This design comes from an exercise in tuning for small area on the open sky130 flow, not from production work. In this exercise RTL edits were held to simulation tests only and were not proved equivalent to the original. Power is estimated from default activity; no workload was simulated.

`design/flow/config.mk`:
```
export PLATFORM = sky130hd
export DESIGN_NAME = tms9900
export DESIGN_NICKNAME = tms9900
export VERILOG_FILES = /design/flow/design.v
export SDC_FILE = /design/flow/constraint.sdc
export NUM_CORES = 4
export LEC_CHECK = 0
export CAP_MARGIN = 20
export CORE_MARGIN = 2
export CORE_UTILIZATION = 40
export PLACE_DENSITY = 0.6
export SLEW_MARGIN = 20
```
`design/flow/constraint.sdc`:
```
create_clock -name core_clock -period 10.0 [get_ports {clk}]
set_input_delay 2.0000 -clock core_clock [delete_from_list [all_inputs] [get_ports {clk}]]
set_output_delay 2.0000 -clock core_clock [all_outputs]
set_load 0.01 [all_outputs]
```
`design/flow/design.v`:
```
module alu9900(
	input [16:0] arg1, 	 
	input [15:0] arg2, 
	input [3:0] ope, 
	input compare,	 
	output [15:0] alu_result,
	output alu_logical_gt,
	output alu_arithmetic_gt,
	output alu_flag_zero,
	output alu_flag_carry,
	output alu_flag_overflow,
	output alu_flag_parity,
	output alu_flag_parity_source
	);
	localparam load1=4'h0, load2=4'h1, add =4'h2, sub =4'h3, 
				  abs  =4'h4, aor  =4'h5, aand=4'h6, axor=4'h7,
				  andn =4'h8, coc  =4'h9, czc =4'ha, swpb=4'hb,
				  sla  =4'hc, sra  =4'hd, src =4'he, srl =4'hf;
	wire [16:0] alu_out;
	assign alu_out = 
		(ope == load1) ? arg1 :
		(ope == load2) ? { 1'b0, arg2 } :
		(ope == add)   ? arg1 + { 1'b0, arg2 } :
		(ope == sub)   ? arg1 - { 1'b0, arg2 } :
		(ope == aor)   ? arg1 | { 1'b0, arg2 } :
		(ope == aand)  ? arg1 & { 1'b0, arg2 } :
		(ope == axor)  ? arg1 ^ { 1'b0, arg2 } :
		(ope == andn)  ? arg1 & { 1'b0, ~arg2 } :
		(ope == coc)   ? (arg1 ^ { 1'b0, arg2 }) & arg1 :  
		(ope == czc)   ? (arg1 ^ { 1'b0, ~arg2 }) & arg1 :  
		(ope == swpb)  ? { 1'b0, arg2[7:0], arg2[15:8] }:  
		(ope == abs)   ? (arg2[15] ? arg1 - { 1'b0, arg2 } : { 1'b0, arg2 }) :
		(ope == sla)   ? { arg2, 1'b0 } :
		(ope == sra)   ? { arg2[0], arg2[15], arg2[15:1] } :
		(ope == src)   ? { arg2[0], arg2[0],  arg2[15:1] } :
		{ arg2[0], 1'b0,     arg2[15:1] };  
	assign alu_result = alu_out[15:0];
	assign alu_logical_gt = compare ? (arg2[15] && !arg1[15]) || (arg1[15]==arg2[15] && alu_result[15]) 
											  : alu_result != 16'd0;
	assign alu_arithmetic_gt = compare ? (!arg2[15] && arg1[15]) || (arg1[15]==arg2[15] && alu_result[15])
											  : (ope == abs) ? arg2[15] == 1'b0 && arg2 != 16'd0
											  : alu_result[15]==1'b0 && alu_result != 16'd0;
	assign alu_flag_zero = !(|alu_result);
	assign alu_flag_carry = (ope == sub) ? !alu_out[16] : alu_out[16];  
	assign alu_flag_overflow = (ope == sla) ? alu_result[15] != arg2[15] :  
										(compare || ope==sub || ope==abs) ? (arg1[15] != arg2[15] && alu_result[15] != arg1[15]) : 
																					   (arg1[15] == arg2[15] && alu_result[15] != arg1[15]);
	assign alu_flag_parity = ^alu_result[15:8];
	assign alu_flag_parity_source = ^arg2[15:8];
endmodule
module tms9900(
    input clk, 
    input reset,
    output [15:0] addr_out,
    input  [15:0] data_in,
    output [15:0] data_out,
    output reg rd,
    output reg wr,
    output reg rd_now,
    input  cache_hit,
    input  use_ready,
    input  ready,
    output reg iaq,
    output reg as,
    input  int_req,
    input [3:0] ic03,
    output reg int_ack,
    input  cruin,
    output reg cruout,
    output cruclk,
    input  hold,
    output reg holda,
    input [7:0] waits,
    output reg stuck,
    output [15:0] ir_out,
    output [15:0] pc_ir_out,
    output [15:0] pc_ir_out2     
);
localparam 	
    do_pc_read=7'd0, 		    do_alu_read=7'd1,
    do_fetch=7'd2,              do_fetch0=7'd3, 
    do_decode=7'd4,             do_branch=7'd5,
    do_stuck=7'd6,              do_read0=7'd7, 
    do_read1=7'd8,              do_read2=7'd9, 
    do_read3=7'd10,             do_write=7'd11,
    do_write0=7'd12,            do_write1=7'd13, 
    do_write2=7'd14,            do_write3=7'd15, 
    do_ir_imm=7'd16,            do_lwpi_limi=7'd17,
    do_load_imm=7'd18,          do_load_imm5=7'd19,
    do_read_operand0=7'd20,     do_read_operand1=7'd21, 
    do_read_operand2=7'd22,     do_read_operand3=7'd23, 
    do_read_operand4=7'd24,     do_read_operand5=7'd25,
    do_alu_write=7'd26,         do_dual_op=7'd27, 
    do_dual_op1=7'd28,          do_dual_op2=7'd29, 
    do_dual_op3=7'd30,          do_source_address0=7'd31, 
    do_source_address1=7'd32,   do_source_address2=7'd33, 
    do_source_address3=7'd34,   do_source_address4=7'd35, 
    do_source_address5=7'd36,   do_source_address6=7'd37,
    do_branch_b_bl=7'd38,       do_x_instruction=7'd39, 
    do_x_write0=7'd40,          do_x_fetch=7'd41,
    do_single_op_writeback=7'd42, do_rtwp0=7'd43, 
    do_rtwp1=7'd44,             do_rtwp2=7'd45, 
    do_rtwp3=7'd46,             do_shifts0=7'd47, 
    do_shifts1=7'd48,           do_shifts2=7'd49, 
    do_shifts3=7'd50,           do_shifts4=7'd51,
    do_blwp00=7'd52,            do_blwp0=7'd53, 
    do_blwp_xop=7'd54,          do_blwp1=7'd55, 
    do_blwp2=7'd56,             do_blwp3=7'd57,
    do_single_bit_cru0=7'd58,   do_single_bit_cru1=7'd59, 
    do_single_bit_cru2=7'd60,   do_ext_instructions=7'd61, 
    do_store_instructions=7'd62, do_coc_czc_etc0=7'd63, 
    do_coc_czc_etc1=7'd64,      do_coc_czc_etc2=7'd65, 
    do_coc_czc_etc3=7'd66,      do_xop=7'd67,
	do_ldcr0=7'd68,             do_ldcr00=7'd69, 
    do_ldcr1=7'd70,             do_ldcr2=7'd71, 
    do_ldcr3=7'd72,             do_ldcr4=7'd73, 
    do_ldcr5=7'd74,             do_stcr0=7'd75, 
    do_stcr6=7'd76,             do_stcr7=7'd77,
	do_stcr_delay0=7'd78,       do_stcr_delay1=7'd79,
	do_idle_wait=7'd80,         do_mul_store0=7'd81, 
    do_mul_store1=7'd82,        do_mul_store2=7'd83,
	do_div0=7'd84,              do_div1=7'd85, 
    do_div2=7'd86,              do_div3=7'd87, 
    do_div4=7'd88,              do_div5=7'd89,
    do_process_branch=7'd90,    do_mul0=7'd91,
    do_mul1=7'd92,              do_mul2=7'd93,
    do_mul3=7'd94,              do_mul4=7'd95 ;
localparam fetch_sub1=2'd1, fetch_sub2=2'd2, fetch_sub3=3'd3;
localparam 
        alu_load1=4'h0, alu_load2=4'h1, alu_add =4'h2, alu_sub =4'h3, 
        alu_abs  =4'h4, alu_aor  =4'h5, alu_aand=4'h6, alu_axor=4'h7,
        alu_andn =4'h8, alu_coc  =4'h9, alu_czc =4'ha, alu_swpb=4'hb,
        alu_sla  =4'hc, alu_sra  =4'hd, alu_src =4'he, alu_srl =4'hf;
reg  [16:0] arg1;    
reg  [15:0] arg2;
reg  [3:0]  ope;
wire [15:0] alu_result;
wire alu_logical_gt, alu_arithmetic_gt;
wire alu_flag_zero, alu_flag_carry, alu_flag_overflow;
wire alu_flag_parity, alu_flag_parity_source;
reg alu_compare;
reg [15:0] addr;     
assign addr_out = addr;
assign data_out = wr_dat;
alu9900 alu(
    .arg1(arg1), .arg2(arg2), .ope(ope), .alu_result(alu_result),
    .compare(alu_compare),
    .alu_logical_gt(alu_logical_gt), .alu_arithmetic_gt(alu_arithmetic_gt),
    .alu_flag_zero(alu_flag_zero), .alu_flag_carry(alu_flag_carry),
    .alu_flag_overflow(alu_flag_overflow), 
    .alu_flag_parity(alu_flag_parity), .alu_flag_parity_source(alu_flag_parity_source)
    );
reg operand_word;
reg  [15:0] read_byte_aligner;
reg  [15:0] ea, rd_dat;
reg  [15:0] st, pc, w;
reg cruclk_internal;
reg i_am_xop;
reg [6:0] cpu_state, cpu_state_next, cpu_state_operand_return;
reg read_to_arg2, set_ea_from_alu, set_dual_op_flags;
reg [15:0] wr_dat;
reg set_int_priority;
reg [15:0] reg_t, reg_t2, reg_stcr;
reg [7:0] delay_count;
reg [15:0] pc_offset;
reg [1:0] fetch_substate;
reg add_to_pc;
reg [15:0] ir;
reg [4:0] shift_count;
reg [15:0] pc_ir, pc_ir2;   
reg executing_x;
assign ir_out = ir;
assign pc_ir_out = pc_ir;
assign pc_ir_out2 = pc_ir2;
localparam [7:0] cru_delay_spec = 8'h02;
reg mult_top_bit;
reg mul_carry;
reg [31:0] dividend;    
reg [16:0] divider_sub;
assign cruclk = cruclk_internal;
always @(operand_word, rd_dat, ea)
begin
    if (operand_word)
        read_byte_aligner <= rd_dat;
    else begin
        if(ea[0] == 1'b0 )
            read_byte_aligner <= { rd_dat[15:8], 8'h00 };
        else    
            read_byte_aligner <= { rd_dat[7:0], 8'h00 };
    end
end
reg [15:0] dest_reg_addr;
reg [5:0] operand_mode;
reg mpy_div_done;
reg mpy_div_start;
reg mpy_op;   
reg [3:0] md_count;
reg md_step;
reg md_carry;
always @(posedge clk)
begin : mpy_div
    if (mpy_div_start == 1'b1) begin
        mpy_div_done <= 1'b0;
        md_count <= 4'b0000;
        dividend <= mpy_op ? { rd_dat, 16'h0000 } : { reg_t2, rd_dat };
        md_step <= 1'b1;
    end else if (!mpy_div_done) begin
        if (md_step) begin
            dividend <= { dividend[30:0], 1'b0 };
            md_carry <= dividend[31];
            divider_sub <= dividend[31 : 15] - { 1'b0, reg_t };
            md_count <= md_count - 4'h1;
        end else begin
            if(mpy_op) begin
                if(md_carry)
                    dividend <= dividend + { 16'h0000, reg_t };
            end else if (divider_sub[16] == 1'b0) begin 
                dividend[31 : 16] <= divider_sub[15 : 0];
                dividend[0] <= 1;
            end
            if (md_count == 4'b0000)
                mpy_div_done <= 1'b1;
        end
        md_step <= !md_step;
    end
end
always @(posedge clk)
begin
    if (reset == 1'b1) begin
        st <= 16'h0000;   
        pc <= 16'h1234;   
        w <= 16'h0000;    
        stuck <= 1'b0;
        rd <= 1'b0;
        wr <= 1'b0;
        cruclk_internal <= 1'b0;
        cruout <= 1'b0;
        i_am_xop <= 1'b0;
        arg2 <= 16'h0000;
        ope <= alu_load2;
        cpu_state <= do_blwp00;
        delay_count = 0;
        holda <= hold;    
        set_int_priority <= 1'b0;
        int_ack <= 1'b0;
        iaq <= 1'b0;
        rd_now <= 1'b0;
        as <= 1'b0;
        read_to_arg2 <= 1'b0;
        set_ea_from_alu <= 1'b0;
        set_dual_op_flags <= 1'b0;
        add_to_pc = 1'b0;
    end else begin
        add_to_pc = 0;
        if (set_ea_from_alu) begin
            ea <= alu_result;
            set_ea_from_alu <= 0;
        end
        if (set_dual_op_flags)  
        begin
            set_dual_op_flags <= 0;
            st[15] <= alu_logical_gt;
            st[14] <= alu_arithmetic_gt;
            st[13] <= alu_flag_zero;
            if (ir[15:13] == 3'b101 || ir[15:13] == 3'b011) begin
                st[12] <= alu_flag_carry;
                st[11] <= alu_flag_overflow;
            end 	
            if (!operand_word) begin
                if (ir[15:13] == 3'b100 || ir[15:13] == 3'b110)
                    st[10] <= alu_flag_parity_source;	 
                else
                    st[10] <= alu_flag_parity;
            end 
        end    
        case(cpu_state)
			do_pc_read: begin
				    addr <= pc;
					add_to_pc = 1'b1;
					pc_offset = 16'h0002;
					as <= 1'b1;
					rd <= 1'b1;
					cpu_state <= do_read0;
                end
            do_alu_read: begin
                    addr <= alu_result;
                    as <= 1'b1;
                    rd <= 1'b1;
                    cpu_state <= do_read0;
                end
			do_read0: begin
					cpu_state <= do_read1;
					delay_count = waits;	 
					as <= 1'b0;
                end
			do_read1: begin
					if (cache_hit == 1'b1) begin
                        delay_count = 0;
                        cpu_state <= cpu_state_next;
                        rd <= 1'b0;
                        rd_dat <= data_in;
                        if (read_to_arg2) begin
                            arg2 <= data_in;
                            read_to_arg2 <= 1'b0;
                        end
                    end else begin
                        if ((use_ready==1'b0 && delay_count == 8'd0) || (ready == 1'b1)) begin
                            delay_count = 8'd0;
                            cpu_state <= do_read3;   
                            rd_now <= 1'b1;                            
                        end
                    end
                end
			do_read2: begin
					cpu_state <= do_read3;
					rd_now <= 1'b1;	 
                end
			do_read3: begin
                    cpu_state <= cpu_state_next;
                    rd <= 1'b0;
                    rd_dat <= data_in;
                    rd_now <= 1'b0;
                    if (read_to_arg2) begin
                        arg2 <= data_in;
                        read_to_arg2 <= 1'b0;
                    end
                end
            do_write:
                begin
                    addr <= ea;
                    as <= 1'b1;
                    wr <= 1'b1;
                    cpu_state <= do_write0;
                end
            do_alu_write: begin
                addr <= alu_result;						
                as <= 1'b1;
                wr <= 1'b1;
                cpu_state <= do_write0;
                end
            do_write0:
                begin 
                    cpu_state <= do_write1; 
                    as <= 1'b0;
                    if (waits[7:1] == 7'd0)
                        delay_count = 7'd0;  
                    else
                        delay_count = waits;
                end
            do_write1:  begin   
                    if ((use_ready == 1'b0 && delay_count == 8'd0) || ready == 1'b1) begin
                        delay_count = 8'd0;
                        cpu_state <= do_write2;
                    end
                end
            do_write2:  cpu_state <= do_write3;
            do_write3:  begin
                    cpu_state <= cpu_state_next;
                    wr <= 1'b0;
                end
            do_fetch: begin
                    if (hold == 1'b1)
                        holda <= 1'b1;
                    else begin
                        holda <= 1'b0;
                        i_am_xop <= 1'b0;
                        if (int_req == 1'b1 && ic03 <= st[3:0]) begin
                            set_int_priority <= 1'b1;
                            arg2 <= { 10'b00_0000_0000, ic03, 2'b00 };
                            ope <= alu_load2;
                            cpu_state <= do_blwp00;
                            int_ack <= 1'b1;
                        end else begin
                            iaq <= 1'b1;
                            addr <= pc;
                            add_to_pc = 1'b1;
                            pc_offset = 16'h0002;
                            as <= 1'b1;
                            rd <= 1'b1;
                            cpu_state <= do_fetch0;
                            fetch_substate <= fetch_sub1;
                        end
                    end
                end
            do_fetch0: begin
                    cpu_state <= do_decode;
                    as <= 1'b0;
                    delay_count = waits;
                    executing_x <= 1'b0;
                end
            do_decode: begin
                    if ((fetch_substate == fetch_sub1 && cache_hit==1) || fetch_substate==fetch_sub3) begin
                        if (!executing_x)
                            ir = data_in;						 
                        delay_count = 8'd0;
                        rd_now <= 0;
                        rd <= 0;
                        pc_ir2 <= pc_ir;                     
                        pc_ir <= pc;						 
                        operand_word <= 1;			 
                        iaq <= 0;
                        arg1 <= { 1'b0, w };
                        arg2 <= { 11'b0000_0000_000, ir[3:0], 1'b0 };
                        ope <= alu_add;	 
                        dest_reg_addr <= w + { 11'b0000_0000_000, ir[9:6], 1'b0 };;
                        operand_mode <= ir[5:0]; 
                        alu_compare <= 0;
                        if (ir[15:13] == 3'b101 ||  
                            ir[15:13] == 3'b100 ||  
                            ir[15:13] == 3'b011 ||  
                            ir[15:13] == 3'b111 ||  
                            ir[15:13] == 3'b010 ||  
                            ir[15:13] == 3'b110) begin  
                            operand_word <= !ir[12];
                            cpu_state <= do_alu_read;
                            if (ir[5:4] == 2'b00) begin 
                                cpu_state_next <= do_dual_op;	 
                                set_ea_from_alu <= 1;
                            end else begin
                                cpu_state_next <= do_read_operand1;	 
                                cpu_state_operand_return <= do_dual_op;
                            end
                        end else if (ir[15:12] == 4'b0001
                             && ir[11:8] != 4'hD && ir[11:8] != 4'hE && ir[11:8] != 4'hF)
                                cpu_state <= do_branch; 
                        else if(ir[15:10] == 6'b000010) begin  
                            shift_count <= { 1'b0, ir[7:4] };
                            cpu_state <= do_shifts0;
                        end else if (ir == 16'h0380) begin  
                            arg1 <= { 1'b0, w };
                            arg2 <= { 11'b0000_0000_000, 4'hD, 1'b0 };   
                            ope <= alu_add;	
                            cpu_state <= do_rtwp0;
                        end else if (ir[15:8] == 8'h1D  ||  
                                ir[15:8] == 8'h1E  ||  
                                ir[15:8] == 8'h1F)   
                        begin
                            arg1 <= w;
                            arg2 <= { 11'b0000_0000_000, 4'hC, 1'b0 };
                            ope <= alu_add;
                            cpu_state <= do_alu_read;	 
                            cpu_state_next <= do_single_bit_cru0;
                        end else if (ir == 16'h0340 || ir == 16'h0360 || ir == 16'h03C0 || ir == 16'h03A0 || ir == 16'h03E0)
                        begin
                            cpu_state <= do_ext_instructions;
                        end else if(ir[15:4] == 12'h02c || ir[15:4] == 12'h02a)  
                            cpu_state <= do_store_instructions;
                        else if (ir[15:13] == 3'b001 && ir[12:10] != 3'b100 && ir[12:10] != 3'b101) begin
                            if (ir[12:10] == 3'b011) begin  
                                cpu_state <= do_source_address0;
                                cpu_state_operand_return <= do_xop;
                            end else begin
                                cpu_state <= do_read_operand0;
                                cpu_state_operand_return <= do_coc_czc_etc0;
                            end
                        end else if (ir[15:11] == 5'b00110) begin  
                            if (ir[9:6] == 4'b1000 || (ir[9] == 0 && ir[8:6] != 3'b000))
                                operand_word <= 0;
                            if (ir[10] == 0) begin
                                cpu_state <= do_read_operand0;
                                cpu_state_operand_return <= do_ldcr0;	 
                            end else begin
                                cpu_state <= do_source_address0;
                                cpu_state_operand_return <= do_stcr0;	 
                            end
                        end else if (ir[15:4] == 12'h020 || ir[15:4] == 12'h022 ||  
                                     ir[15:4] == 12'h024 || ir[15:4] == 12'h026 ||  
                                    ir[15:4] == 12'h028) begin 							 
                                set_ea_from_alu <= 1;
                                cpu_state <= do_pc_read;
                                cpu_state_next <= do_load_imm;
                        end else if (ir[15:9] == 7'b000_0001 && ir[4:0] == 5'b00000)
                                cpu_state <= do_ir_imm;
                        else if (ir[15:10] == 6'b00_0001) begin 
                            operand_word <= 1;
                            if (ir[5:4] == 2'b00) 
                                cpu_state <= do_branch_b_bl;
                            else begin 
                                cpu_state <= do_source_address0;
                                cpu_state_operand_return <= do_branch_b_bl;
                            end
                        end else begin
                            cpu_state <= do_stuck;		 
                        end
                    end else begin
                        case (fetch_substate)  
                            fetch_sub1: begin 
                                if ((use_ready == 1'b0 && delay_count == 8'd0) || ready == 1'b1) 
                                    fetch_substate <= fetch_sub2; 
                            end
                            fetch_sub2: begin rd_now <= 1; fetch_substate <= fetch_sub3; end
                        endcase
                    end
                end
            do_x_instruction: begin
                    ir              = rd_dat;  
                    fetch_substate  <= fetch_sub3;
                    cpu_state       <= do_decode;
                    executing_x     <= 1'b1;
                end
            do_single_op_writeback: begin
                    if (ope != alu_swpb) begin
                        st[15] <= alu_logical_gt;
                        st[14] <= alu_arithmetic_gt;
                        st[13] <= alu_flag_zero;
                        if (ope == alu_add || ope == alu_sub || ope == alu_abs) begin
                            st[12] <= alu_flag_carry;
                            st[11] <= alu_flag_overflow;
                        end
                        if (ope == alu_abs)
                            st[12] <= 0;			 
                    end 
                    cpu_state <= do_write0; addr <= ea; wr_dat <= alu_result; as <= 1; wr <= 1;
                    cpu_state_next <= do_fetch;
                end
            do_branch_b_bl: begin
                case (ir[9:6]) 
                    4'b0001: begin  
                        pc <= alu_result;	 
                        cpu_state <= do_fetch;
                        end
                    4'b1010: begin  
                        pc <= alu_result;	 
                        wr_dat <= pc;		 
                        arg1 <= { 1'b0, w };
                        arg2 <= 16'h0016;	 
                        ope <= alu_add;
                        cpu_state <= do_alu_write;
                        cpu_state_next <= do_fetch;
                        end
                    4'b0011: begin  
                        wr_dat <= 16'h0000;
                        cpu_state <= do_alu_write;
                        cpu_state_next <= do_fetch;
                        end
                    4'b1100: begin  
                        wr_dat <= 16'hFFFF;
                        cpu_state <= do_alu_write;
                        cpu_state_next <= do_fetch;
                        end
                    4'b0101: begin  
                        ea <= alu_result;	 
                        read_to_arg2 <= 1;
                        cpu_state_next <= do_single_op_writeback;
                        cpu_state <= do_read0; addr <= alu_result; as <= 1; rd <= 1; 
                        arg1 <= 17'hFFFF;
                        ope <= alu_axor;
                        end
                    4'b0100: begin  
                        ea <= alu_result;	 
                        read_to_arg2 <= 1;
                        cpu_state_next <= do_single_op_writeback;
                        cpu_state <= do_read0; addr <= alu_result; as <= 1; rd <= 1; 
                        arg1 <= 17'h0000;
                        ope <= alu_sub;
                        end
                    4'b1101: begin  
                        ea <= alu_result;	 
                        read_to_arg2 <= 1;
                        cpu_state_next <= do_single_op_writeback;
                        cpu_state <= do_read0; addr <= alu_result; as <= 1; rd <= 1; 
                        arg1 <= 17'h0000;
                        ope <= alu_abs;
                        end
                    4'b1011: begin   
                        ea <= alu_result;	 
                        read_to_arg2 <= 1;
                        cpu_state_next <= do_single_op_writeback;
                        cpu_state <= do_read0; addr <= alu_result; as <= 1; rd <= 1; 
                        arg1 <= 17'h0000;
                        ope <= alu_swpb;
                        end
                    4'b0110: begin  
                        ea <= alu_result;	 
                        read_to_arg2 <= 1;
                        cpu_state_next <= do_single_op_writeback;
                        cpu_state <= do_read0; addr <= alu_result; as <= 1; rd <= 1; 
                        arg1 <= 17'h0001;
                        ope <= alu_add;
                        end
                    4'b0111: begin   
                        ea <= alu_result;	 
                        read_to_arg2 <= 1;
                        cpu_state_next <= do_single_op_writeback;
                        cpu_state <= do_read0; addr <= alu_result; as <= 1; rd <= 1; 
                        arg1 <= 17'h0002;
                        ope <= alu_add;
                        end
                    4'b1000: begin  
                        ea <= alu_result;	 
                        read_to_arg2 <= 1;
                        cpu_state_next <= do_single_op_writeback;
                        cpu_state <= do_read0; addr <= alu_result; as <= 1; rd <= 1; 
                        arg1 <= 17'hFFFF;	 
                        ope <= alu_add;
                        end
                    4'b1001: begin  
                        ea <= alu_result;	 
                        read_to_arg2 <= 1;
                        cpu_state_next <= do_single_op_writeback;
                        cpu_state <= do_read0; addr <= alu_result; as <= 1; rd <= 1; 
                        arg1 <= 17'hFFFE;	 
                        ope <= alu_add;
                        end
                    4'b0010: begin  
                        ea <= alu_result;
                        cpu_state_next <= do_x_instruction;
                        addr <= alu_result; as <= 1; rd <= 1; cpu_state <= do_read0;
                        end
                    4'b0000:  
                        cpu_state <= do_blwp00;
                    default: 
                        cpu_state <= do_stuck;
                    endcase
                end
            do_branch: begin
                    cpu_state <= do_process_branch;  
                    case (ir[11 : 8])
                        4'b0000: begin add_to_pc=1; end	 
                        4'b0001: begin if (st[14]==0 && st[13]==0) add_to_pc = 1; end  
                        4'b0010: begin if (st[15]==0 || st[13]==1) add_to_pc = 1; end  
                        4'b0011: begin if (             st[13]==1) add_to_pc = 1; end  
                        4'b0100: begin if (st[15]==1 || st[13]==1) add_to_pc = 1; end  
                        4'b0101: begin if (             st[14]==1) add_to_pc = 1; end  
                        4'b0110: begin if (             st[13]==0) add_to_pc = 1; end  
                        4'b0111: begin if (             st[12]==0) add_to_pc = 1; end  
                        4'b1000: begin if (             st[12]==1) add_to_pc = 1; end  
                        4'b1001: begin if (             st[11]==0) add_to_pc = 1; end  
                        4'b1010: begin if (st[15]==0 && st[13]==0) add_to_pc = 1; end  
                        4'b1011: begin if (st[15]==1 && st[13]==0) add_to_pc = 1; end  
                        4'b1100: begin if (             st[10]==1) add_to_pc = 1; end  
                        default: cpu_state <= do_stuck;
                    endcase
                    pc_offset = { ir[7] , ir[7] , ir[7] , ir[7] , ir[7] , ir[7] , ir[7] , ir[7:0] , 1'b0 };
                end
                do_process_branch: cpu_state <= do_fetch;
            do_ir_imm: begin
                    if (ir[8:5] == 4'b0111 || ir[8:5] == 4'b1000) begin	 
                        cpu_state <= do_pc_read;
                        cpu_state_next <= do_lwpi_limi;
                    end else begin
                        cpu_state <= do_stuck;
                    end
                end
            do_lwpi_limi: begin	
                    cpu_state <= do_fetch;
                    if (ir[8 : 5] == 4'b0111)
                        w <= rd_dat;	 
                    else
                        st[3 : 0] <= rd_dat[3 : 0];	 
                end
            do_load_imm: begin  
                    arg1 <= rd_dat;
                    if (ir[7:4] == 4'h0) begin
                        cpu_state <= do_load_imm5;
                        ope <= alu_load1;  
                    end else begin
                        read_to_arg2 <= 1;	 
                        addr <= ea; as <= 1; rd <= 1; cpu_state <= do_read0;	
                        case (ir[7:4] )
                            4'h0: ope <= alu_load1;  
                            4'h2: ope <= alu_add;	  
                            4'h4: ope <= alu_aand;	  
                            4'h6: ope <= alu_aor;	  
                            4'h8: begin ope <= alu_sub; alu_compare <= 1; end  
                            default:    cpu_state <= do_stuck;
                        endcase		
                        cpu_state_next <= do_load_imm5;
                    end 
                end
            do_load_imm5: begin 
                    st[15] <= alu_logical_gt;
                    st[14] <= alu_arithmetic_gt;
                    st[13] <= alu_flag_zero;
                    if (ope == alu_add ) begin
                        st[12] <= alu_flag_carry;
                        st[11] <= alu_flag_overflow;
                    end
                    if (alu_compare == 0) begin
                        wr_dat <= alu_result;	
                        cpu_state <= do_write;
                        cpu_state_next <= do_fetch;
                    end else begin
                        cpu_state <= do_fetch;
                    end
                end
            do_dual_op: begin
                    reg_t2 <= read_byte_aligner;
                    cpu_state <= do_source_address0;
                    cpu_state_operand_return <= do_dual_op1;
                    operand_mode <= ir[11:6];
                    if (ir[11:10]== 2'b00 && operand_word) begin  
                        ea <= dest_reg_addr;
                        if (ir[15:13] == 3'b110 && operand_word) begin
                            cpu_state <= do_dual_op2;
                        end else begin	 
                            addr <= dest_reg_addr; as <= 1; rd <= 1; cpu_state <= do_read0; 
                            cpu_state_next <= do_dual_op2;
                        end
                    end
                end
            do_dual_op1: begin
                    ea <= alu_result;	 
                    if (ir[15:13] == 3'b110 && operand_word) begin
                        cpu_state <= do_dual_op2;
                    end else begin
                        addr <= alu_result; as <= 1; rd <= 1; cpu_state <= do_read0; 
                        cpu_state_next <= do_dual_op2;
                    end
                end
            do_dual_op2: begin
                    if (ir[15:13] == 3'b110) begin
                        arg1 <= { 1'b0, 16'h0000 };	 
                    end else begin
                        arg1 <= { 1'b0, read_byte_aligner };
                    end
                    arg2 <= reg_t2;
                    cpu_state <= do_dual_op3;
                    alu_compare <= 0;
                    case (ir[15:13])
                        3'b101: ope <= alu_add;  
                        3'b100: begin ope <= alu_sub; alu_compare <= 1; end  
                        3'b011: ope <= alu_sub;  
                        3'b111: ope <= alu_aor;
                        3'b010: ope <= alu_andn;
                        3'b110: ope <= alu_load2;	 
                        default: cpu_state <= do_stuck;
                    endcase
                    set_dual_op_flags <= 1;	 
                end
            do_dual_op3: begin
                    if (ir[15:13] == 3'b100)
                        cpu_state <= do_fetch;	 
                    else begin
                        if (operand_word) begin
                            wr_dat <= alu_result;
                        end else begin
                            if (operand_mode[5:4] == 2'b00 || ea[0]==0) begin
                                wr_dat <= { alu_result[15:8], rd_dat[7:0] };
                            end else begin
                                wr_dat <= { rd_dat[15:8], alu_result[15:8] }; 
                            end
                        end
                        cpu_state_next <= do_fetch;
                        addr <= ea; wr <= 1; as <= 1; cpu_state <= do_write0;  
                    end
                end
            do_blwp00: begin
                    holda <= 1'b0;
                    ea <= alu_result;
                    arg1 <= { 1'b0, 16'h0002 };
                    arg2 <= alu_result;
                    ope <= alu_add;
                    addr <= alu_result;
                    as <= 1'b1;
                    rd <= 1'b1;
                    cpu_state <= do_read0;
                    cpu_state_next <= do_blwp0;
                end
            do_blwp0: begin 
                    ea <= alu_result;
                    reg_t <= rd_dat;
                    arg1  <= rd_dat;
                    if (!i_am_xop) begin
                        arg2 <= { 11'b0000_0000_000, 4'hD, 1'b0 };
                        cpu_state_next <= do_blwp1;
                    end else begin
                        arg2 <= { 11'b0000_0000_000, 4'hB, 1'b0 };
                        cpu_state_next <= do_blwp_xop;  
                    end
                    ope <= alu_add;
                    addr <= alu_result; as <= 1'b1; rd <= 1'b1; cpu_state <= do_read0;
                    int_ack <= 1'b0;  
                end
            do_blwp_xop: begin
					wr_dat <= reg_t2;				 
					ea     <= alu_result;
					arg1   <= 16'h0004;			 
					arg2   <= alu_result;		 
					cpu_state 	   <= do_write;  
					cpu_state_next <= do_blwp1;						
                end 
            do_blwp1: begin
                    wr_dat <= w;
                    ea     <= alu_result;
                    arg1   <= 16'h0002;
                    arg2   <= alu_result;		 
                    cpu_state 	    <= do_write;  
                    cpu_state_next  <= do_blwp2;
                end
            do_blwp2:    
                begin
                    wr_dat <= pc;
                    ea <= alu_result;
                    arg2 <= alu_result;
                    cpu_state      <= do_write;
                    cpu_state_next <= do_blwp3;
                end
            do_blwp3:
                begin 
                    wr_dat <= st;
                    ea <= alu_result;
                    arg2 <= alu_result;
                    cpu_state <= do_write;
                    cpu_state_next <= do_fetch;
                    if (set_int_priority) begin
                        st[3:0] <= ic03 - 4'h1;
                        set_int_priority <= 1'b0;
                    end
                    pc <= rd_dat;
                    w  <= reg_t;
                    if(i_am_xop)
                        st[9] <= 1'b1;
                end
            do_rtwp0: begin
                    ea <= alu_result;		 
                    arg1 <= { 1'b0, 16'h0002 };
                    arg2 <= alu_result;
                    ope <= alu_add;
                    addr <= alu_result; as <= 1; rd <= 1; cpu_state <= do_read0;
                    cpu_state_next <= do_rtwp1;
                end
            do_rtwp1: begin
                    w <= rd_dat;			 
                    ea <= alu_result;		 
                    arg2 <= alu_result;	 
                    addr <= alu_result; as <= 1; rd <= 1; cpu_state <= do_read0;
                    cpu_state_next <= do_rtwp2;
                end
            do_rtwp2: begin
                    pc <= rd_dat;			 
                    ea <= alu_result;		 
                    addr <= alu_result; as <= 1; rd <= 1; cpu_state <= do_read0;
                    cpu_state_next <= do_rtwp3;
                end
            do_rtwp3: begin
                    st <= rd_dat;			 
                    cpu_state <= do_fetch;
                end
            do_shifts0: begin
                    ea <= alu_result;	 
                    if (shift_count == 5'b00000) begin
                        arg1 <= { 1'b0, w };
                        arg2 <= 16'h0000;
                        ope <= alu_add;
                        cpu_state <= do_alu_read;
                        cpu_state_next <= do_shifts1;
                    end else begin
                        addr <= alu_result; as <= 1; rd <= 1; cpu_state <= do_read0;
                        cpu_state_next <= do_shifts2;
                    end
                end
            do_shifts1: begin
                    shift_count <= { rd_dat[3:0] == 4'h0 ? 1'b1 : 1'b0, rd_dat[3:0]};
                    addr <= ea; as <= 1; rd <= 1; cpu_state <= do_read0;
                    cpu_state_next <= do_shifts2;
                end
            do_shifts2: begin 
                    arg2 <= rd_dat;
                    case (ir[9 : 8]) 
                        2'b00: ope <= alu_sra;
                        2'b01: ope <= alu_srl;
                        2'b10: begin ope <= alu_sla; st[11] <= 0; end	 
                        2'b11: ope <= alu_src;
                    endcase
                    cpu_state <= do_shifts3;
                end
            do_shifts3: begin 	 
                    arg2 <= alu_result;
                    st[15] <= alu_logical_gt;
                    st[14] <= alu_arithmetic_gt;
                    st[13] <= alu_flag_zero;
                    st[12] <= alu_flag_carry;
                    if (ir[9 : 8] == 2'b10 && alu_flag_overflow==1)
                        st[11] <= 1;
                    if (shift_count == 5'b00001) begin 
                        ope <= alu_load2;				 
                        cpu_state <= do_shifts4;	 
                    end else begin
                        cpu_state <= do_shifts3;	 
                    end
                    shift_count <= shift_count - 5'b00001;
                end
            do_shifts4: begin
                    wr_dat <= alu_result;
                    cpu_state <= do_write;
                    cpu_state_next <= do_fetch;
                end
            do_ext_instructions: begin
                    if (ir == 16'h0360)
                        st[3:0] <= 16'h0000;   
                    addr[15:13] <= rd_dat[7:5];
                    delay_count = cru_delay_spec;	 
                    cpu_state <= do_single_bit_cru2;  
                    if (ir == 16'h0340)
                        cpu_state <= do_idle_wait;  
                end
            do_idle_wait: begin
                    if (delay_count != 8'b0000_0000) 
                        cruclk_internal <= 1;
                    else begin
                        cruclk_internal <= 0;
                        if (int_req == 1 && ic03 == st[3:0])	 
                            cpu_state <= do_fetch;
                    end
                end
            do_single_bit_cru0: begin
                    arg1 <= { 1'b0,  
                        ir[7], ir[7], ir[7], ir[7], ir[7], ir[7], ir[7], 
                        ir[7:0],  1'b0
                        } ;
                    arg2 <= rd_dat;
                    ope <= alu_add;
                    cpu_state <= do_single_bit_cru1;
                end
            do_single_bit_cru1: begin
                    addr <= { 3'b000, alu_result[12:1], 1'b0 };
                    cruout <= ir[8];  
                    cpu_state <= do_single_bit_cru2;
                    delay_count = cru_delay_spec;  
                end
            do_single_bit_cru2: begin
                    if (ir[15:8] != 8'h1F) begin  
                        cruclk_internal <= 1;
                    end
                    if (delay_count == 8'b0000_0000) begin
                        cpu_state <= do_fetch;
                        cruclk_internal <= 0;		 
                        if (ir[15:8] == 8'h1F)  
                            st[13] <= cruin;	 
                    end
                end                
            do_store_instructions: begin  
                    wr_dat <= (ir[6:5] == 2'b10) ? st : w;
                    cpu_state <= do_alu_write;
                    cpu_state_next <= do_fetch;
                end
            do_coc_czc_etc0: begin
                    reg_t <= rd_dat;	 
                    operand_mode <= { 2'b00 , ir[9:6]};	 
                    cpu_state <= do_source_address0;			 
                    cpu_state_operand_return <= do_coc_czc_etc1;
                end
            do_coc_czc_etc1: begin
                    ea <= alu_result;	 
                    addr <= alu_result; as <= 1; rd <= 1; cpu_state <= do_read0;
                    cpu_state_next <= do_coc_czc_etc2;
                end
            do_coc_czc_etc2: begin
                    arg1 <= { 1'b0, reg_t };		 
                    arg2 <= rd_dat;	 
                    cpu_state <= do_stuck;
                    case (ir[12 : 10])
                        3'b000: begin  
                            ope <= alu_coc;
                            cpu_state <= do_coc_czc_etc3;
                            end
                        3'b001: begin  
                            ope <= alu_czc;
                            cpu_state <= do_coc_czc_etc3;
                            end
                        3'b010: begin  
                            ope <= alu_axor;
                            cpu_state <= do_coc_czc_etc3;
                            end
                        3'b110: begin  
                                cpu_state <= do_mul0;  
                            end
                        3'b111: begin  
                            arg1 <= { 1'b0, rd_dat };
                            arg2 <= reg_t;
                            ope <= alu_sub;		 
                            cpu_state <= do_div0;
                            end
                        default:  
                            cpu_state <= do_stuck;
                    endcase
                end
            do_coc_czc_etc3: begin
                    st[13] <= alu_flag_zero;
                    if (ir[12 : 11] == 2'b00) begin
                        cpu_state <= do_fetch;			 
                    end else if (ir[12 : 11] == 2'b01) begin  
                        st[15] <= alu_logical_gt;
                        st[14] <= alu_arithmetic_gt;
                        wr_dat <= alu_result;
                        cpu_state <= do_write;
                        cpu_state_next <= do_fetch;
                    end else begin
                        cpu_state <= do_stuck;
                    end
                end
            do_mul0: begin  
                    mpy_div_start <= 1'b1;
                    mpy_op <= 1'b1;
                    cpu_state <= do_div2;     
                end
            do_div0: begin  
                    st[11] <= 0;  
                    if ((reg_t[15]==0 && rd_dat[15]==1) || (reg_t[15] == rd_dat[15] && alu_result[15]==0)) begin
                        st[11] <= 1;	  
                        cpu_state <= do_fetch;	 
                    end else begin
                        reg_t2 <= rd_dat;    
                        arg1 <= 17'h0002;
                        arg2 <= ea;
                        ope <= alu_add;
                        cpu_state <= do_alu_read;
                        cpu_state_next <= do_div1;  
                    end
                end
            do_div1: begin 
                    mpy_div_start <= 1'b1;
                    mpy_op <= 1'b0;
                    cpu_state <= do_div2;            
                end 
            do_div2: begin 
                mpy_div_start <= 1'b0; 
                if(mpy_div_done && !mpy_div_start) 
                    cpu_state <= do_div4;
            end
            do_div4: begin
                    wr_dat <= mpy_op ? dividend[31:16] : dividend[15 : 0];	
                    arg1 <= 17'h0002;
                    arg2 <= ea;
                    ope <= alu_add;
                    cpu_state <= do_write;
                    cpu_state_next <= do_div5; 
                end
            do_div5: begin
                    wr_dat <= mpy_op ? dividend[15:0] : dividend[31 : 16];	
                    ea <= alu_result;
                    cpu_state <= do_write;
                    cpu_state_next <= do_fetch;
                end
            do_xop: begin
                    reg_t2 <= alu_result;	 
                    arg1 <= 17'h0040;
                    arg2 <= { 8'h00, 2'b00, ir[9:6], 2'b00 };	 
                    ope <= alu_add;
                    cpu_state <= do_blwp00;
                    i_am_xop <= 1;
                end
            do_ldcr0: begin	
                    reg_t <= read_byte_aligner;	 
                    arg1 <= { 1'b0, read_byte_aligner };
                    ope <= alu_load1;
                    cpu_state <= do_ldcr00;
                end
            do_ldcr00: begin
                    st[15] <= alu_logical_gt;
                    st[14] <= alu_arithmetic_gt;
                    st[13] <= alu_flag_zero;
                    if (!operand_word)
                        st[10] <= alu_flag_parity;
                    operand_mode <= 6'b001100;	 
                    cpu_state <= do_read_operand0;
                    cpu_state_operand_return <= do_ldcr1;
                end
            do_stcr0: begin
                    reg_t <= operand_word ? 16'h0001 : 16'h0100;
                    reg_stcr <= 16'h0000;
                    reg_t2 <= alu_result;		 
                    operand_mode <= 6'b001100;	 
                    cpu_state <= do_read_operand0;
                    cpu_state_operand_return <= do_ldcr1;
                end
            do_ldcr1: begin
                    ea <= rd_dat;
                    shift_count <= { ir[9:6] == 4'b0000 ? 1'b1 : 1'b0, ir[9 : 6] };
                    cpu_state <= do_ldcr2;
                end
            do_ldcr2: begin
                    arg2 <= reg_t;
                    if (ir[10] == 0) begin
                        ope <= alu_srl;	 
                        cpu_state <= do_ldcr3;							
                    end else begin
                        ope <= alu_sla;	 
                        cpu_state <= do_stcr_delay0;  
                    end
                    addr <= { 3'b000, ea[12 : 1], 1'b0 };  
                end
            do_stcr_delay0: cpu_state <= do_stcr_delay1;
            do_stcr_delay1: cpu_state <= do_ldcr3;
            do_ldcr3: begin
                    if (ir[10] == 0) begin	 
                        cpu_state <= do_ldcr4;
                        if (operand_word)
                            cruout <= alu_flag_carry;
                        else
                            cruout <= alu_result[7];	 
                    end else begin
                        if (cruin == 1)
                            reg_stcr <= reg_stcr | reg_t;	
                        cpu_state <= do_ldcr5;	 
                    end
                    reg_t <= alu_result;				 
                    arg1 <= 17'h0002;
                    arg2 <= ea;
                    ope <= alu_add;
                    delay_count = cru_delay_spec;  
                end
            do_ldcr4: begin
                    cruclk_internal <= 1;
                    cpu_state <= do_ldcr5;
                end
            do_ldcr5: begin
                    if (delay_count == 8'b0000_0000) begin
                        ea <= alu_result;
                        cruclk_internal <= 0;
                        if (shift_count == 5'b00001) begin
                            if (ir[10] == 0) 
                                cpu_state <= do_fetch;		 
                            else
                                cpu_state <= do_stcr6;		 
                        end else begin
                            cpu_state <= do_ldcr2;
                        end
                        shift_count <= shift_count -  5'b00001;
                    end
                end
            do_stcr6: begin
                    st[15 : 12] <= 4'b0010;
                    if (reg_stcr != 16'h0000) 
                        st[15:13] <= { 1'b1, !reg_stcr[15], 1'b0 };
                    ea <= reg_t2;
                    addr <= reg_t2; as <= 1; rd <= 1; cpu_state <= do_read0;
                    cpu_state_next <= do_stcr7;
                end
            do_stcr7: begin
                    if (operand_word)
                        wr_dat <= reg_stcr;
                    else begin
                        if (ea[0] == 0)  
                            wr_dat <= { reg_stcr[15 : 8], rd_dat[7 : 0] };
                        else	 
                            wr_dat <= { rd_dat[15 : 8],  reg_stcr[15 : 8] }; 
                    end 
                    cpu_state_next <= do_fetch;
                    cpu_state <= do_write;
                end
            do_source_address0: begin
                    arg1 <= { 1'b0, w };
                    arg2 <= { 11'b0000_0000_000, operand_mode[3:0], 1'b0 };
                    ope <= alu_add;	 
                    case (operand_mode[5:4])
                        2'b00 : 
                            cpu_state <= cpu_state_operand_return;	 
                        2'b01 : begin  
                            cpu_state <= do_alu_read;
                            cpu_state_next <= do_source_address1;
                            end
                        2'b10 : begin  
                            cpu_state <= do_pc_read;
                            if (operand_mode[3:0] == 4'b0000)
                                cpu_state_next <= do_source_address1;	 
                            else
                                cpu_state_next <= do_source_address2;	 
                            end
                        2'b11 : begin  
                            cpu_state <= do_alu_read;
                            cpu_state_next <= do_source_address4;
                            end
                        default: cpu_state <= do_stuck;
                    endcase
                end
		    do_source_address1: begin
                arg2 <= rd_dat;
                ope  <= alu_load2;
                cpu_state <= cpu_state_operand_return;
                end
            do_source_address2: begin
                reg_t <= rd_dat;
                cpu_state <= do_alu_read;
                cpu_state_next <= do_source_address3;
                end
            do_source_address3: begin
                arg1 <= { 1'b0, rd_dat };	 
                arg2 <= reg_t;		 
                ope <= alu_add;
                cpu_state <= cpu_state_operand_return;
                end
            do_source_address4: begin	 
                reg_t <= rd_dat;	 
                arg1 <= { 1'b0, rd_dat };
                arg2 <= operand_word ? 16'h0002 : 16'h0001;
                ope <= alu_add;
                ea <= alu_result;	 
                cpu_state <= do_source_address5;
                end
            do_source_address5: begin
                wr_dat <= alu_result; addr <= ea; as <= 1; wr <= 1; cpu_state <= do_write0;
                cpu_state_next <= do_source_address6;
                end
            do_source_address6: begin
                arg2 <= reg_t;
                ope <= alu_load2;
                cpu_state <= cpu_state_operand_return;
                end
            do_read_operand0: begin
                    arg1 <= { 1'b0, w };
                    arg2 <= { 11'b0000_0000_00, operand_mode[3:0], 1'b0 };
                    ope <= alu_add;	 
                    cpu_state <= do_alu_read;	 
                    cpu_state_next <= do_read_operand1;
                end
            do_read_operand1: begin
                    case (operand_mode[5:4])
                    2'b00: begin
                        ea <= alu_result;  
                        cpu_state <= cpu_state_operand_return;
                        end
                    2'b01: begin
                        ea <= rd_dat;
                        addr <= rd_dat; as <= 1; rd <= 1; cpu_state <= do_read0;
                        cpu_state_next <= cpu_state_operand_return;
                        end
                    2'b10: begin
                        reg_t <= rd_dat;	 
                        cpu_state <= do_pc_read;
                        cpu_state_next <= do_read_operand2;
                        end
                    2'b11: begin
                        reg_t <= rd_dat;		 
                        ea <= alu_result;		 
                        arg1 <= { 1'b0, rd_dat };
                        arg2 <= operand_word ? 16'h0002 : 16'h0001;
                        ope <= alu_add;		 
                        cpu_state <= do_read_operand3;
                        end
                    default: 
                        cpu_state <= do_stuck;	 
                    endcase
                end
            do_read_operand2: begin
                    if (operand_mode[3:0] == 4'b0000) begin
                        ea <= rd_dat;
                        addr <= rd_dat; as <= 1; rd <= 1; cpu_state <= do_read0;
                        cpu_state_next <= cpu_state_operand_return;
                    end else begin
                        arg1 <= { 1'b0, rd_dat };
                        arg2 <= reg_t;
                        ope <= alu_add;
                        cpu_state <= do_read_operand5;
                    end
                end
            do_read_operand3: begin
                    wr_dat <= alu_result;
                    addr <= ea; as <= 1; wr <= 1; cpu_state <= do_write0;
                    cpu_state_next <= do_read_operand4;
                end
            do_read_operand4: begin
                    ea <= reg_t;
                    addr <= reg_t; as <= 1; rd <= 1; cpu_state <= do_read0;
                    cpu_state_next <= cpu_state_operand_return;
                end
            do_read_operand5: begin
                    ea <= alu_result;
                    addr <= alu_result; as <= 1; rd <= 1; cpu_state <= do_read0;
                    cpu_state_next <= cpu_state_operand_return; 	 
                end
            default:
                begin
                    stuck <= 1'b1;
                    holda <= hold;    
                end
        endcase
        if (delay_count)
            delay_count = delay_count -  8'd1;
        if (add_to_pc) 
            pc <= pc + pc_offset;
    end
end
endmodule
```
`design/flow/run.sh`:
```
#!/bin/bash
# synth_recipe.tcl (not shown) runs the flow's synth.tcl, then flattens the netlist and writes it again
# the make line also repeats each setting of config.mk as NAME=value (left out here)
make -C /OpenROAD-flow-scripts/flow DESIGN_CONFIG=/design/flow/config.mk WORK_HOME=/design/flow/orfs CLKGATE_MAP_FILE= SYNTH_SCRIPT=/design/flow/synth_recipe.tcl finish
```
==> metrics.md <==
| Metric | Value |
|---|---|
| Status | `no timing/DRC/antenna violations` |
| Routability cong. | `around 1.0` |
| Layout Skew | `0.0522 ns` |
| Post-Syn Instances | `4017` |
| Later-pin clock latency in the skew report | `0.65 ns` |
| DRT antenna net count | `0` |
| CTS tree | `built` |
| I/O pin cnt | `126` |
| Mapped Avg Cell Area | `8.13 µm²` |
| Placed inst area | `35000 µm²` |
| WHS Path Cells | `0` |
| CTS Buf Count | `48` |
| FF-to-FF End | `pc[15]` |
| Register area share after synthesis | `0.331` |
| Setup crit start kind | `input port` |
| Grt ovf | `0` |
| WL final | `180000 µm` |
| Setup tns final | `0 ns` |
| Async SR Flop Fraction | `0` |
| Post-CTS Setup Repair Bufs | `0` |
| Avg WL per Cell | `~35 µm` |
| CTS Hold Bufs | `0` |
| Worst slew margin | `0.153` |
| Die area | `between 80000 and 90000 µm²` |
| Worst Reg-to-Reg Cells | `19` |
| Vias | `roughly 36000` |
| Filler cell count in the final layout | `8071` |
| Worst r2r src | `cpu_state[2]` |
| Vias in the first global route | `33400` |
| Final Hold Viols | `0` |
| Max rail drop VDD | `0.000204 V` |
| Max clock buf depth | `3` |
| Hold Path End | `pc_ir2[0]` |
| H-Tree Depth | `2` |
| Final Max Tran Viols | `0` |
| Worst Hold Launch | `pc_ir[0]` |
| WP data required | `10.49 ns` |
| Total Routing Usage GR | `0.418` |
| Share of cells above drive strength 1 | `0.0809` |
| Initial Utilization | `0.405` |
| Area growth syn-to-layout | `12.4%` |
| Number of synthesized flops with an enable pin | `291` |
| Total Power | `10600 µW` |
| Flops & latches, synth | `394` |
| Worst Path Arrival | `7.23 ns` |
| Post_cts resized | `0` |
| Die H | `a little under 300 µm` |
| Area of the multi-input gates | `20000 µm²` |
| Yosys warns | `1` |
| Placeable Area | `80700 µm²` |
| Top FF cell, synth | `edfxtp_1` |
| Clk sinks | `a little under 400` |
| Setup violations, final | `0` |
| Vias per cell | `7.04` |
| Seq. cell area | `10800 µm²` |
| Iteration-0 DRC count of the detailed router | `5981` |
| Syn_nets | `4189` |
| Crit path kind | `in2reg` |
| Hold Crit Class | `reg2reg` |
| Crit Path Max Fanout | `15` |
| Row count | `104` |
| Post-Syn Area | `about 33000 µm²` |
| Period minus WS final | `between 6 and 7 ns` |
| Final #Nets | `4211` |
| Final core utilization | `0.455` |
| PD cells | `288 nW/µm²` |
| Initial antenna violation count | `13` |
| Worst-margin pin slew | `1.27 ns` |
| Detailed placer's ending HPWL | `134000 µm` |
| Max cap viols | `0` |
| DRT Pass-1 Iters | `10` |
| RSZ-0062 raised after global routing | `no` |
| Clock-pin slew on the worst setup and hold paths | `approximately 0.07 ns` |
| First-pass GRT wire length | `253000 µm` |
| PortBufs | `approximately 130` |
| R2r setup slk | `4.13 ns` |
| Number of library cell types mapped by synthesis | `119` |
| Crit end category | `flip-flop` |
| Die width | `just under 300 µm` |
| Peak Freq | `about 150 MHz` |
| Leak | `0.0135 µW` |
| DRC violations left | `0` |
| Final period util | `0.674` |
| Fin area | `approximately 37000 µm²` |
| Root Driver | `clkbuf_16` |
| Largest net degree at the start of global routing | `89` |
-- cells in the final DEF, fill, tap and decap left out, types with 93 or more instances in the layout --
| cell | n |
|---|---|
| a21oi_1 | 341 |
| o21ai_0 | 249 |
| clkdlybuf4s50_1 | 124 |
| nor2_1 | 424 |
| inv_1 | 143 |
| nand2_1 | 508 |
| buf_4 | 148 |
| dfxtp_1 | 99 |
| nand3_1 | 96 |
| ha_1 | 130 |
| edfxtp_1 | 291 |
| nor3_1 | 93 |
-- through the flow --
| stage | std cells | hold WS, ns | worst slack [ns] |
|---|---|---|---|
| 2_1_floorplan | 4017 | 0.432 | 3.93 |
| 3_3_place_gp | 5049 | 0.436 | 2.83 |
| 6_report | 5144 | 0.445 | 3.26 |
| 4_1_cts | 5139 | 0.455 | 3.34 |
| 5_1_grt | 5139 | 0.464 | 2.94 |
| 3_5_place_dp | 5049 | 0.441 | 2.70 |
-- power by group --
part | switching (µW) | total (µW) | internal [µW]
logic | 4240 | 6170 | 1930
clock network | 806 | 1870 | 1060
registers | 366 | 2530 | 2160
total | 5410 | 10600 | 5150
-- Yosys cell counts (59+ instances only) --
cell,n,area [µm²]
a21oi_1,342,1710
a221oi_1,81,709
buf_2,60,300
clkbuf_1,194,728
dfxtp_1,103,2060
edfxtp_1,291,8740
ha_1,130,1630
inv_1,144,541
mux2i_1,80,801
nand2_1,508,1910
nand3_1,96,480
nor2_1,432,1620
nor3_1,97,485
o211ai_1,59,443
o21ai_0,251,1260
xnor2_1,75,657
-- worst max-delay path, cell delays in order --
cell,delay (ns)
clkdlybuf4s50_1,0.54
inv_1,0.11
ha_1,0.30
and3_1,0.18
nand3_1,0.10
o21ai_0,0.15
buf_4,0.22
o21a_1,0.22
nand2b_1,0.47
and2_1,0.37
ha_1,0.22
a21o_1,0.19
a21oi_1,0.24
o21bai_1,0.12
a31oi_1,0.21
o21ai_0,0.16
o41ai_1,0.50
o21ai_0,0.26
a31oi_1,0.24
xnor3_1,0.24
mux2i_1,0.14
nor2_1,0.05
-- layer usage --
metal,routed length [µm],vias up,share of wire,global-route usage
li1,-,15200,-,-
met1,69600,17500,0.39,0.557
met2,72700,2895,0.40,0.593
met3,25400,695,0.14,0.139
met4,12300,14,0.068,0.231
met5,117,-,0.00065,0
-- flip-flops by register name (all words and copies together) (netlist names), 8 cells and up --
name / count
addr: 16
dest_reg_addr: 16
reg_t2: 16
ea: 16
rd_dat: 16
st: 16
pc_offset: 16
pc: 16
ir: 16
pc_ir2: 16
reg_stcr: 16
arg1: 16
w: 16
dividend: 32
reg_t: 16
delay_count: 8
pc_ir: 16
divider_sub: 17
wr_dat: 16
arg2: 16
-- area by class of cell --
cell class,count,share of cell area
flip-flops and latches,394,0.295
diodes,5,0.000341
clock buffers,63,0.0360
clock inverters,27,0.00812
inverters,147,0.0150
repair buffers,272,0.0641
well taps,1060,0.0362
multi-input cells,3176,0.546
-- cell families after synthesis --
| logic type | Yosys count | share of synthesized area |
|---|---|---|
| AOI/OAI and AO/OA | 1347 | 0.284 |
| xor gates and xnor gates | 113 | 0.0307 |
| adders and majority gates | 136 | 0.0535 |
| buffers and inverters | 447 | 0.0583 |
| DFF | 394 | 0.331 |
| muxes | 89 | 0.0280 |
| and+or+nand+nor | 1491 | 0.214 |
-- worst max-delay path by stage --
stage | from | to | slack [ns] | depth (start not counted)
6_report | ic03[0] | pc[15] | 3.26 | 22
5_1_grt | ic03[0] | pc[14] | 2.94 | 23
4_1_cts | ic03[0] | pc[15] | 3.34 | 22
3_5_place_dp | ic03[0] | pc[15] | 2.70 | 22
3_3_place_gp | ic03[0] | pc[14] | 2.83 | 23
2_1_floorplan | ic03[1] | pc[15] | 3.93 | 20

[port drivers added, routing unchanged]
No port has a modelled driver above. Below, the same layout with a new extraction and two added sets of constraints. Step 1, drivers: a clkbuf_16 drives clk and a buf_2 each remaining input, both assumed. Step 2 adds t to the input delays and takes it off the output delays; t is the mean of the earliest and latest rising clock arrival at the registers after step 1. Input paths then give back, and output paths get back, about the clock's delay inside the block. Slacks: no drivers / after step 1 / after step 2; pairs: no drivers / after step 1.
t, ns: 0.697
setup WS [ns]: 3.261 / 3.306 / 2.610
hold slack, ns: 0.445 / 0.445 / 0.445
worst setup path at the end: input to register
worst slew at a driven data input, ns: 0.05
After both steps setup and hold are still met in this run. For this run, drivers alone change the setup slack by +0.045 ns; drivers and shift together by -0.651 ns.
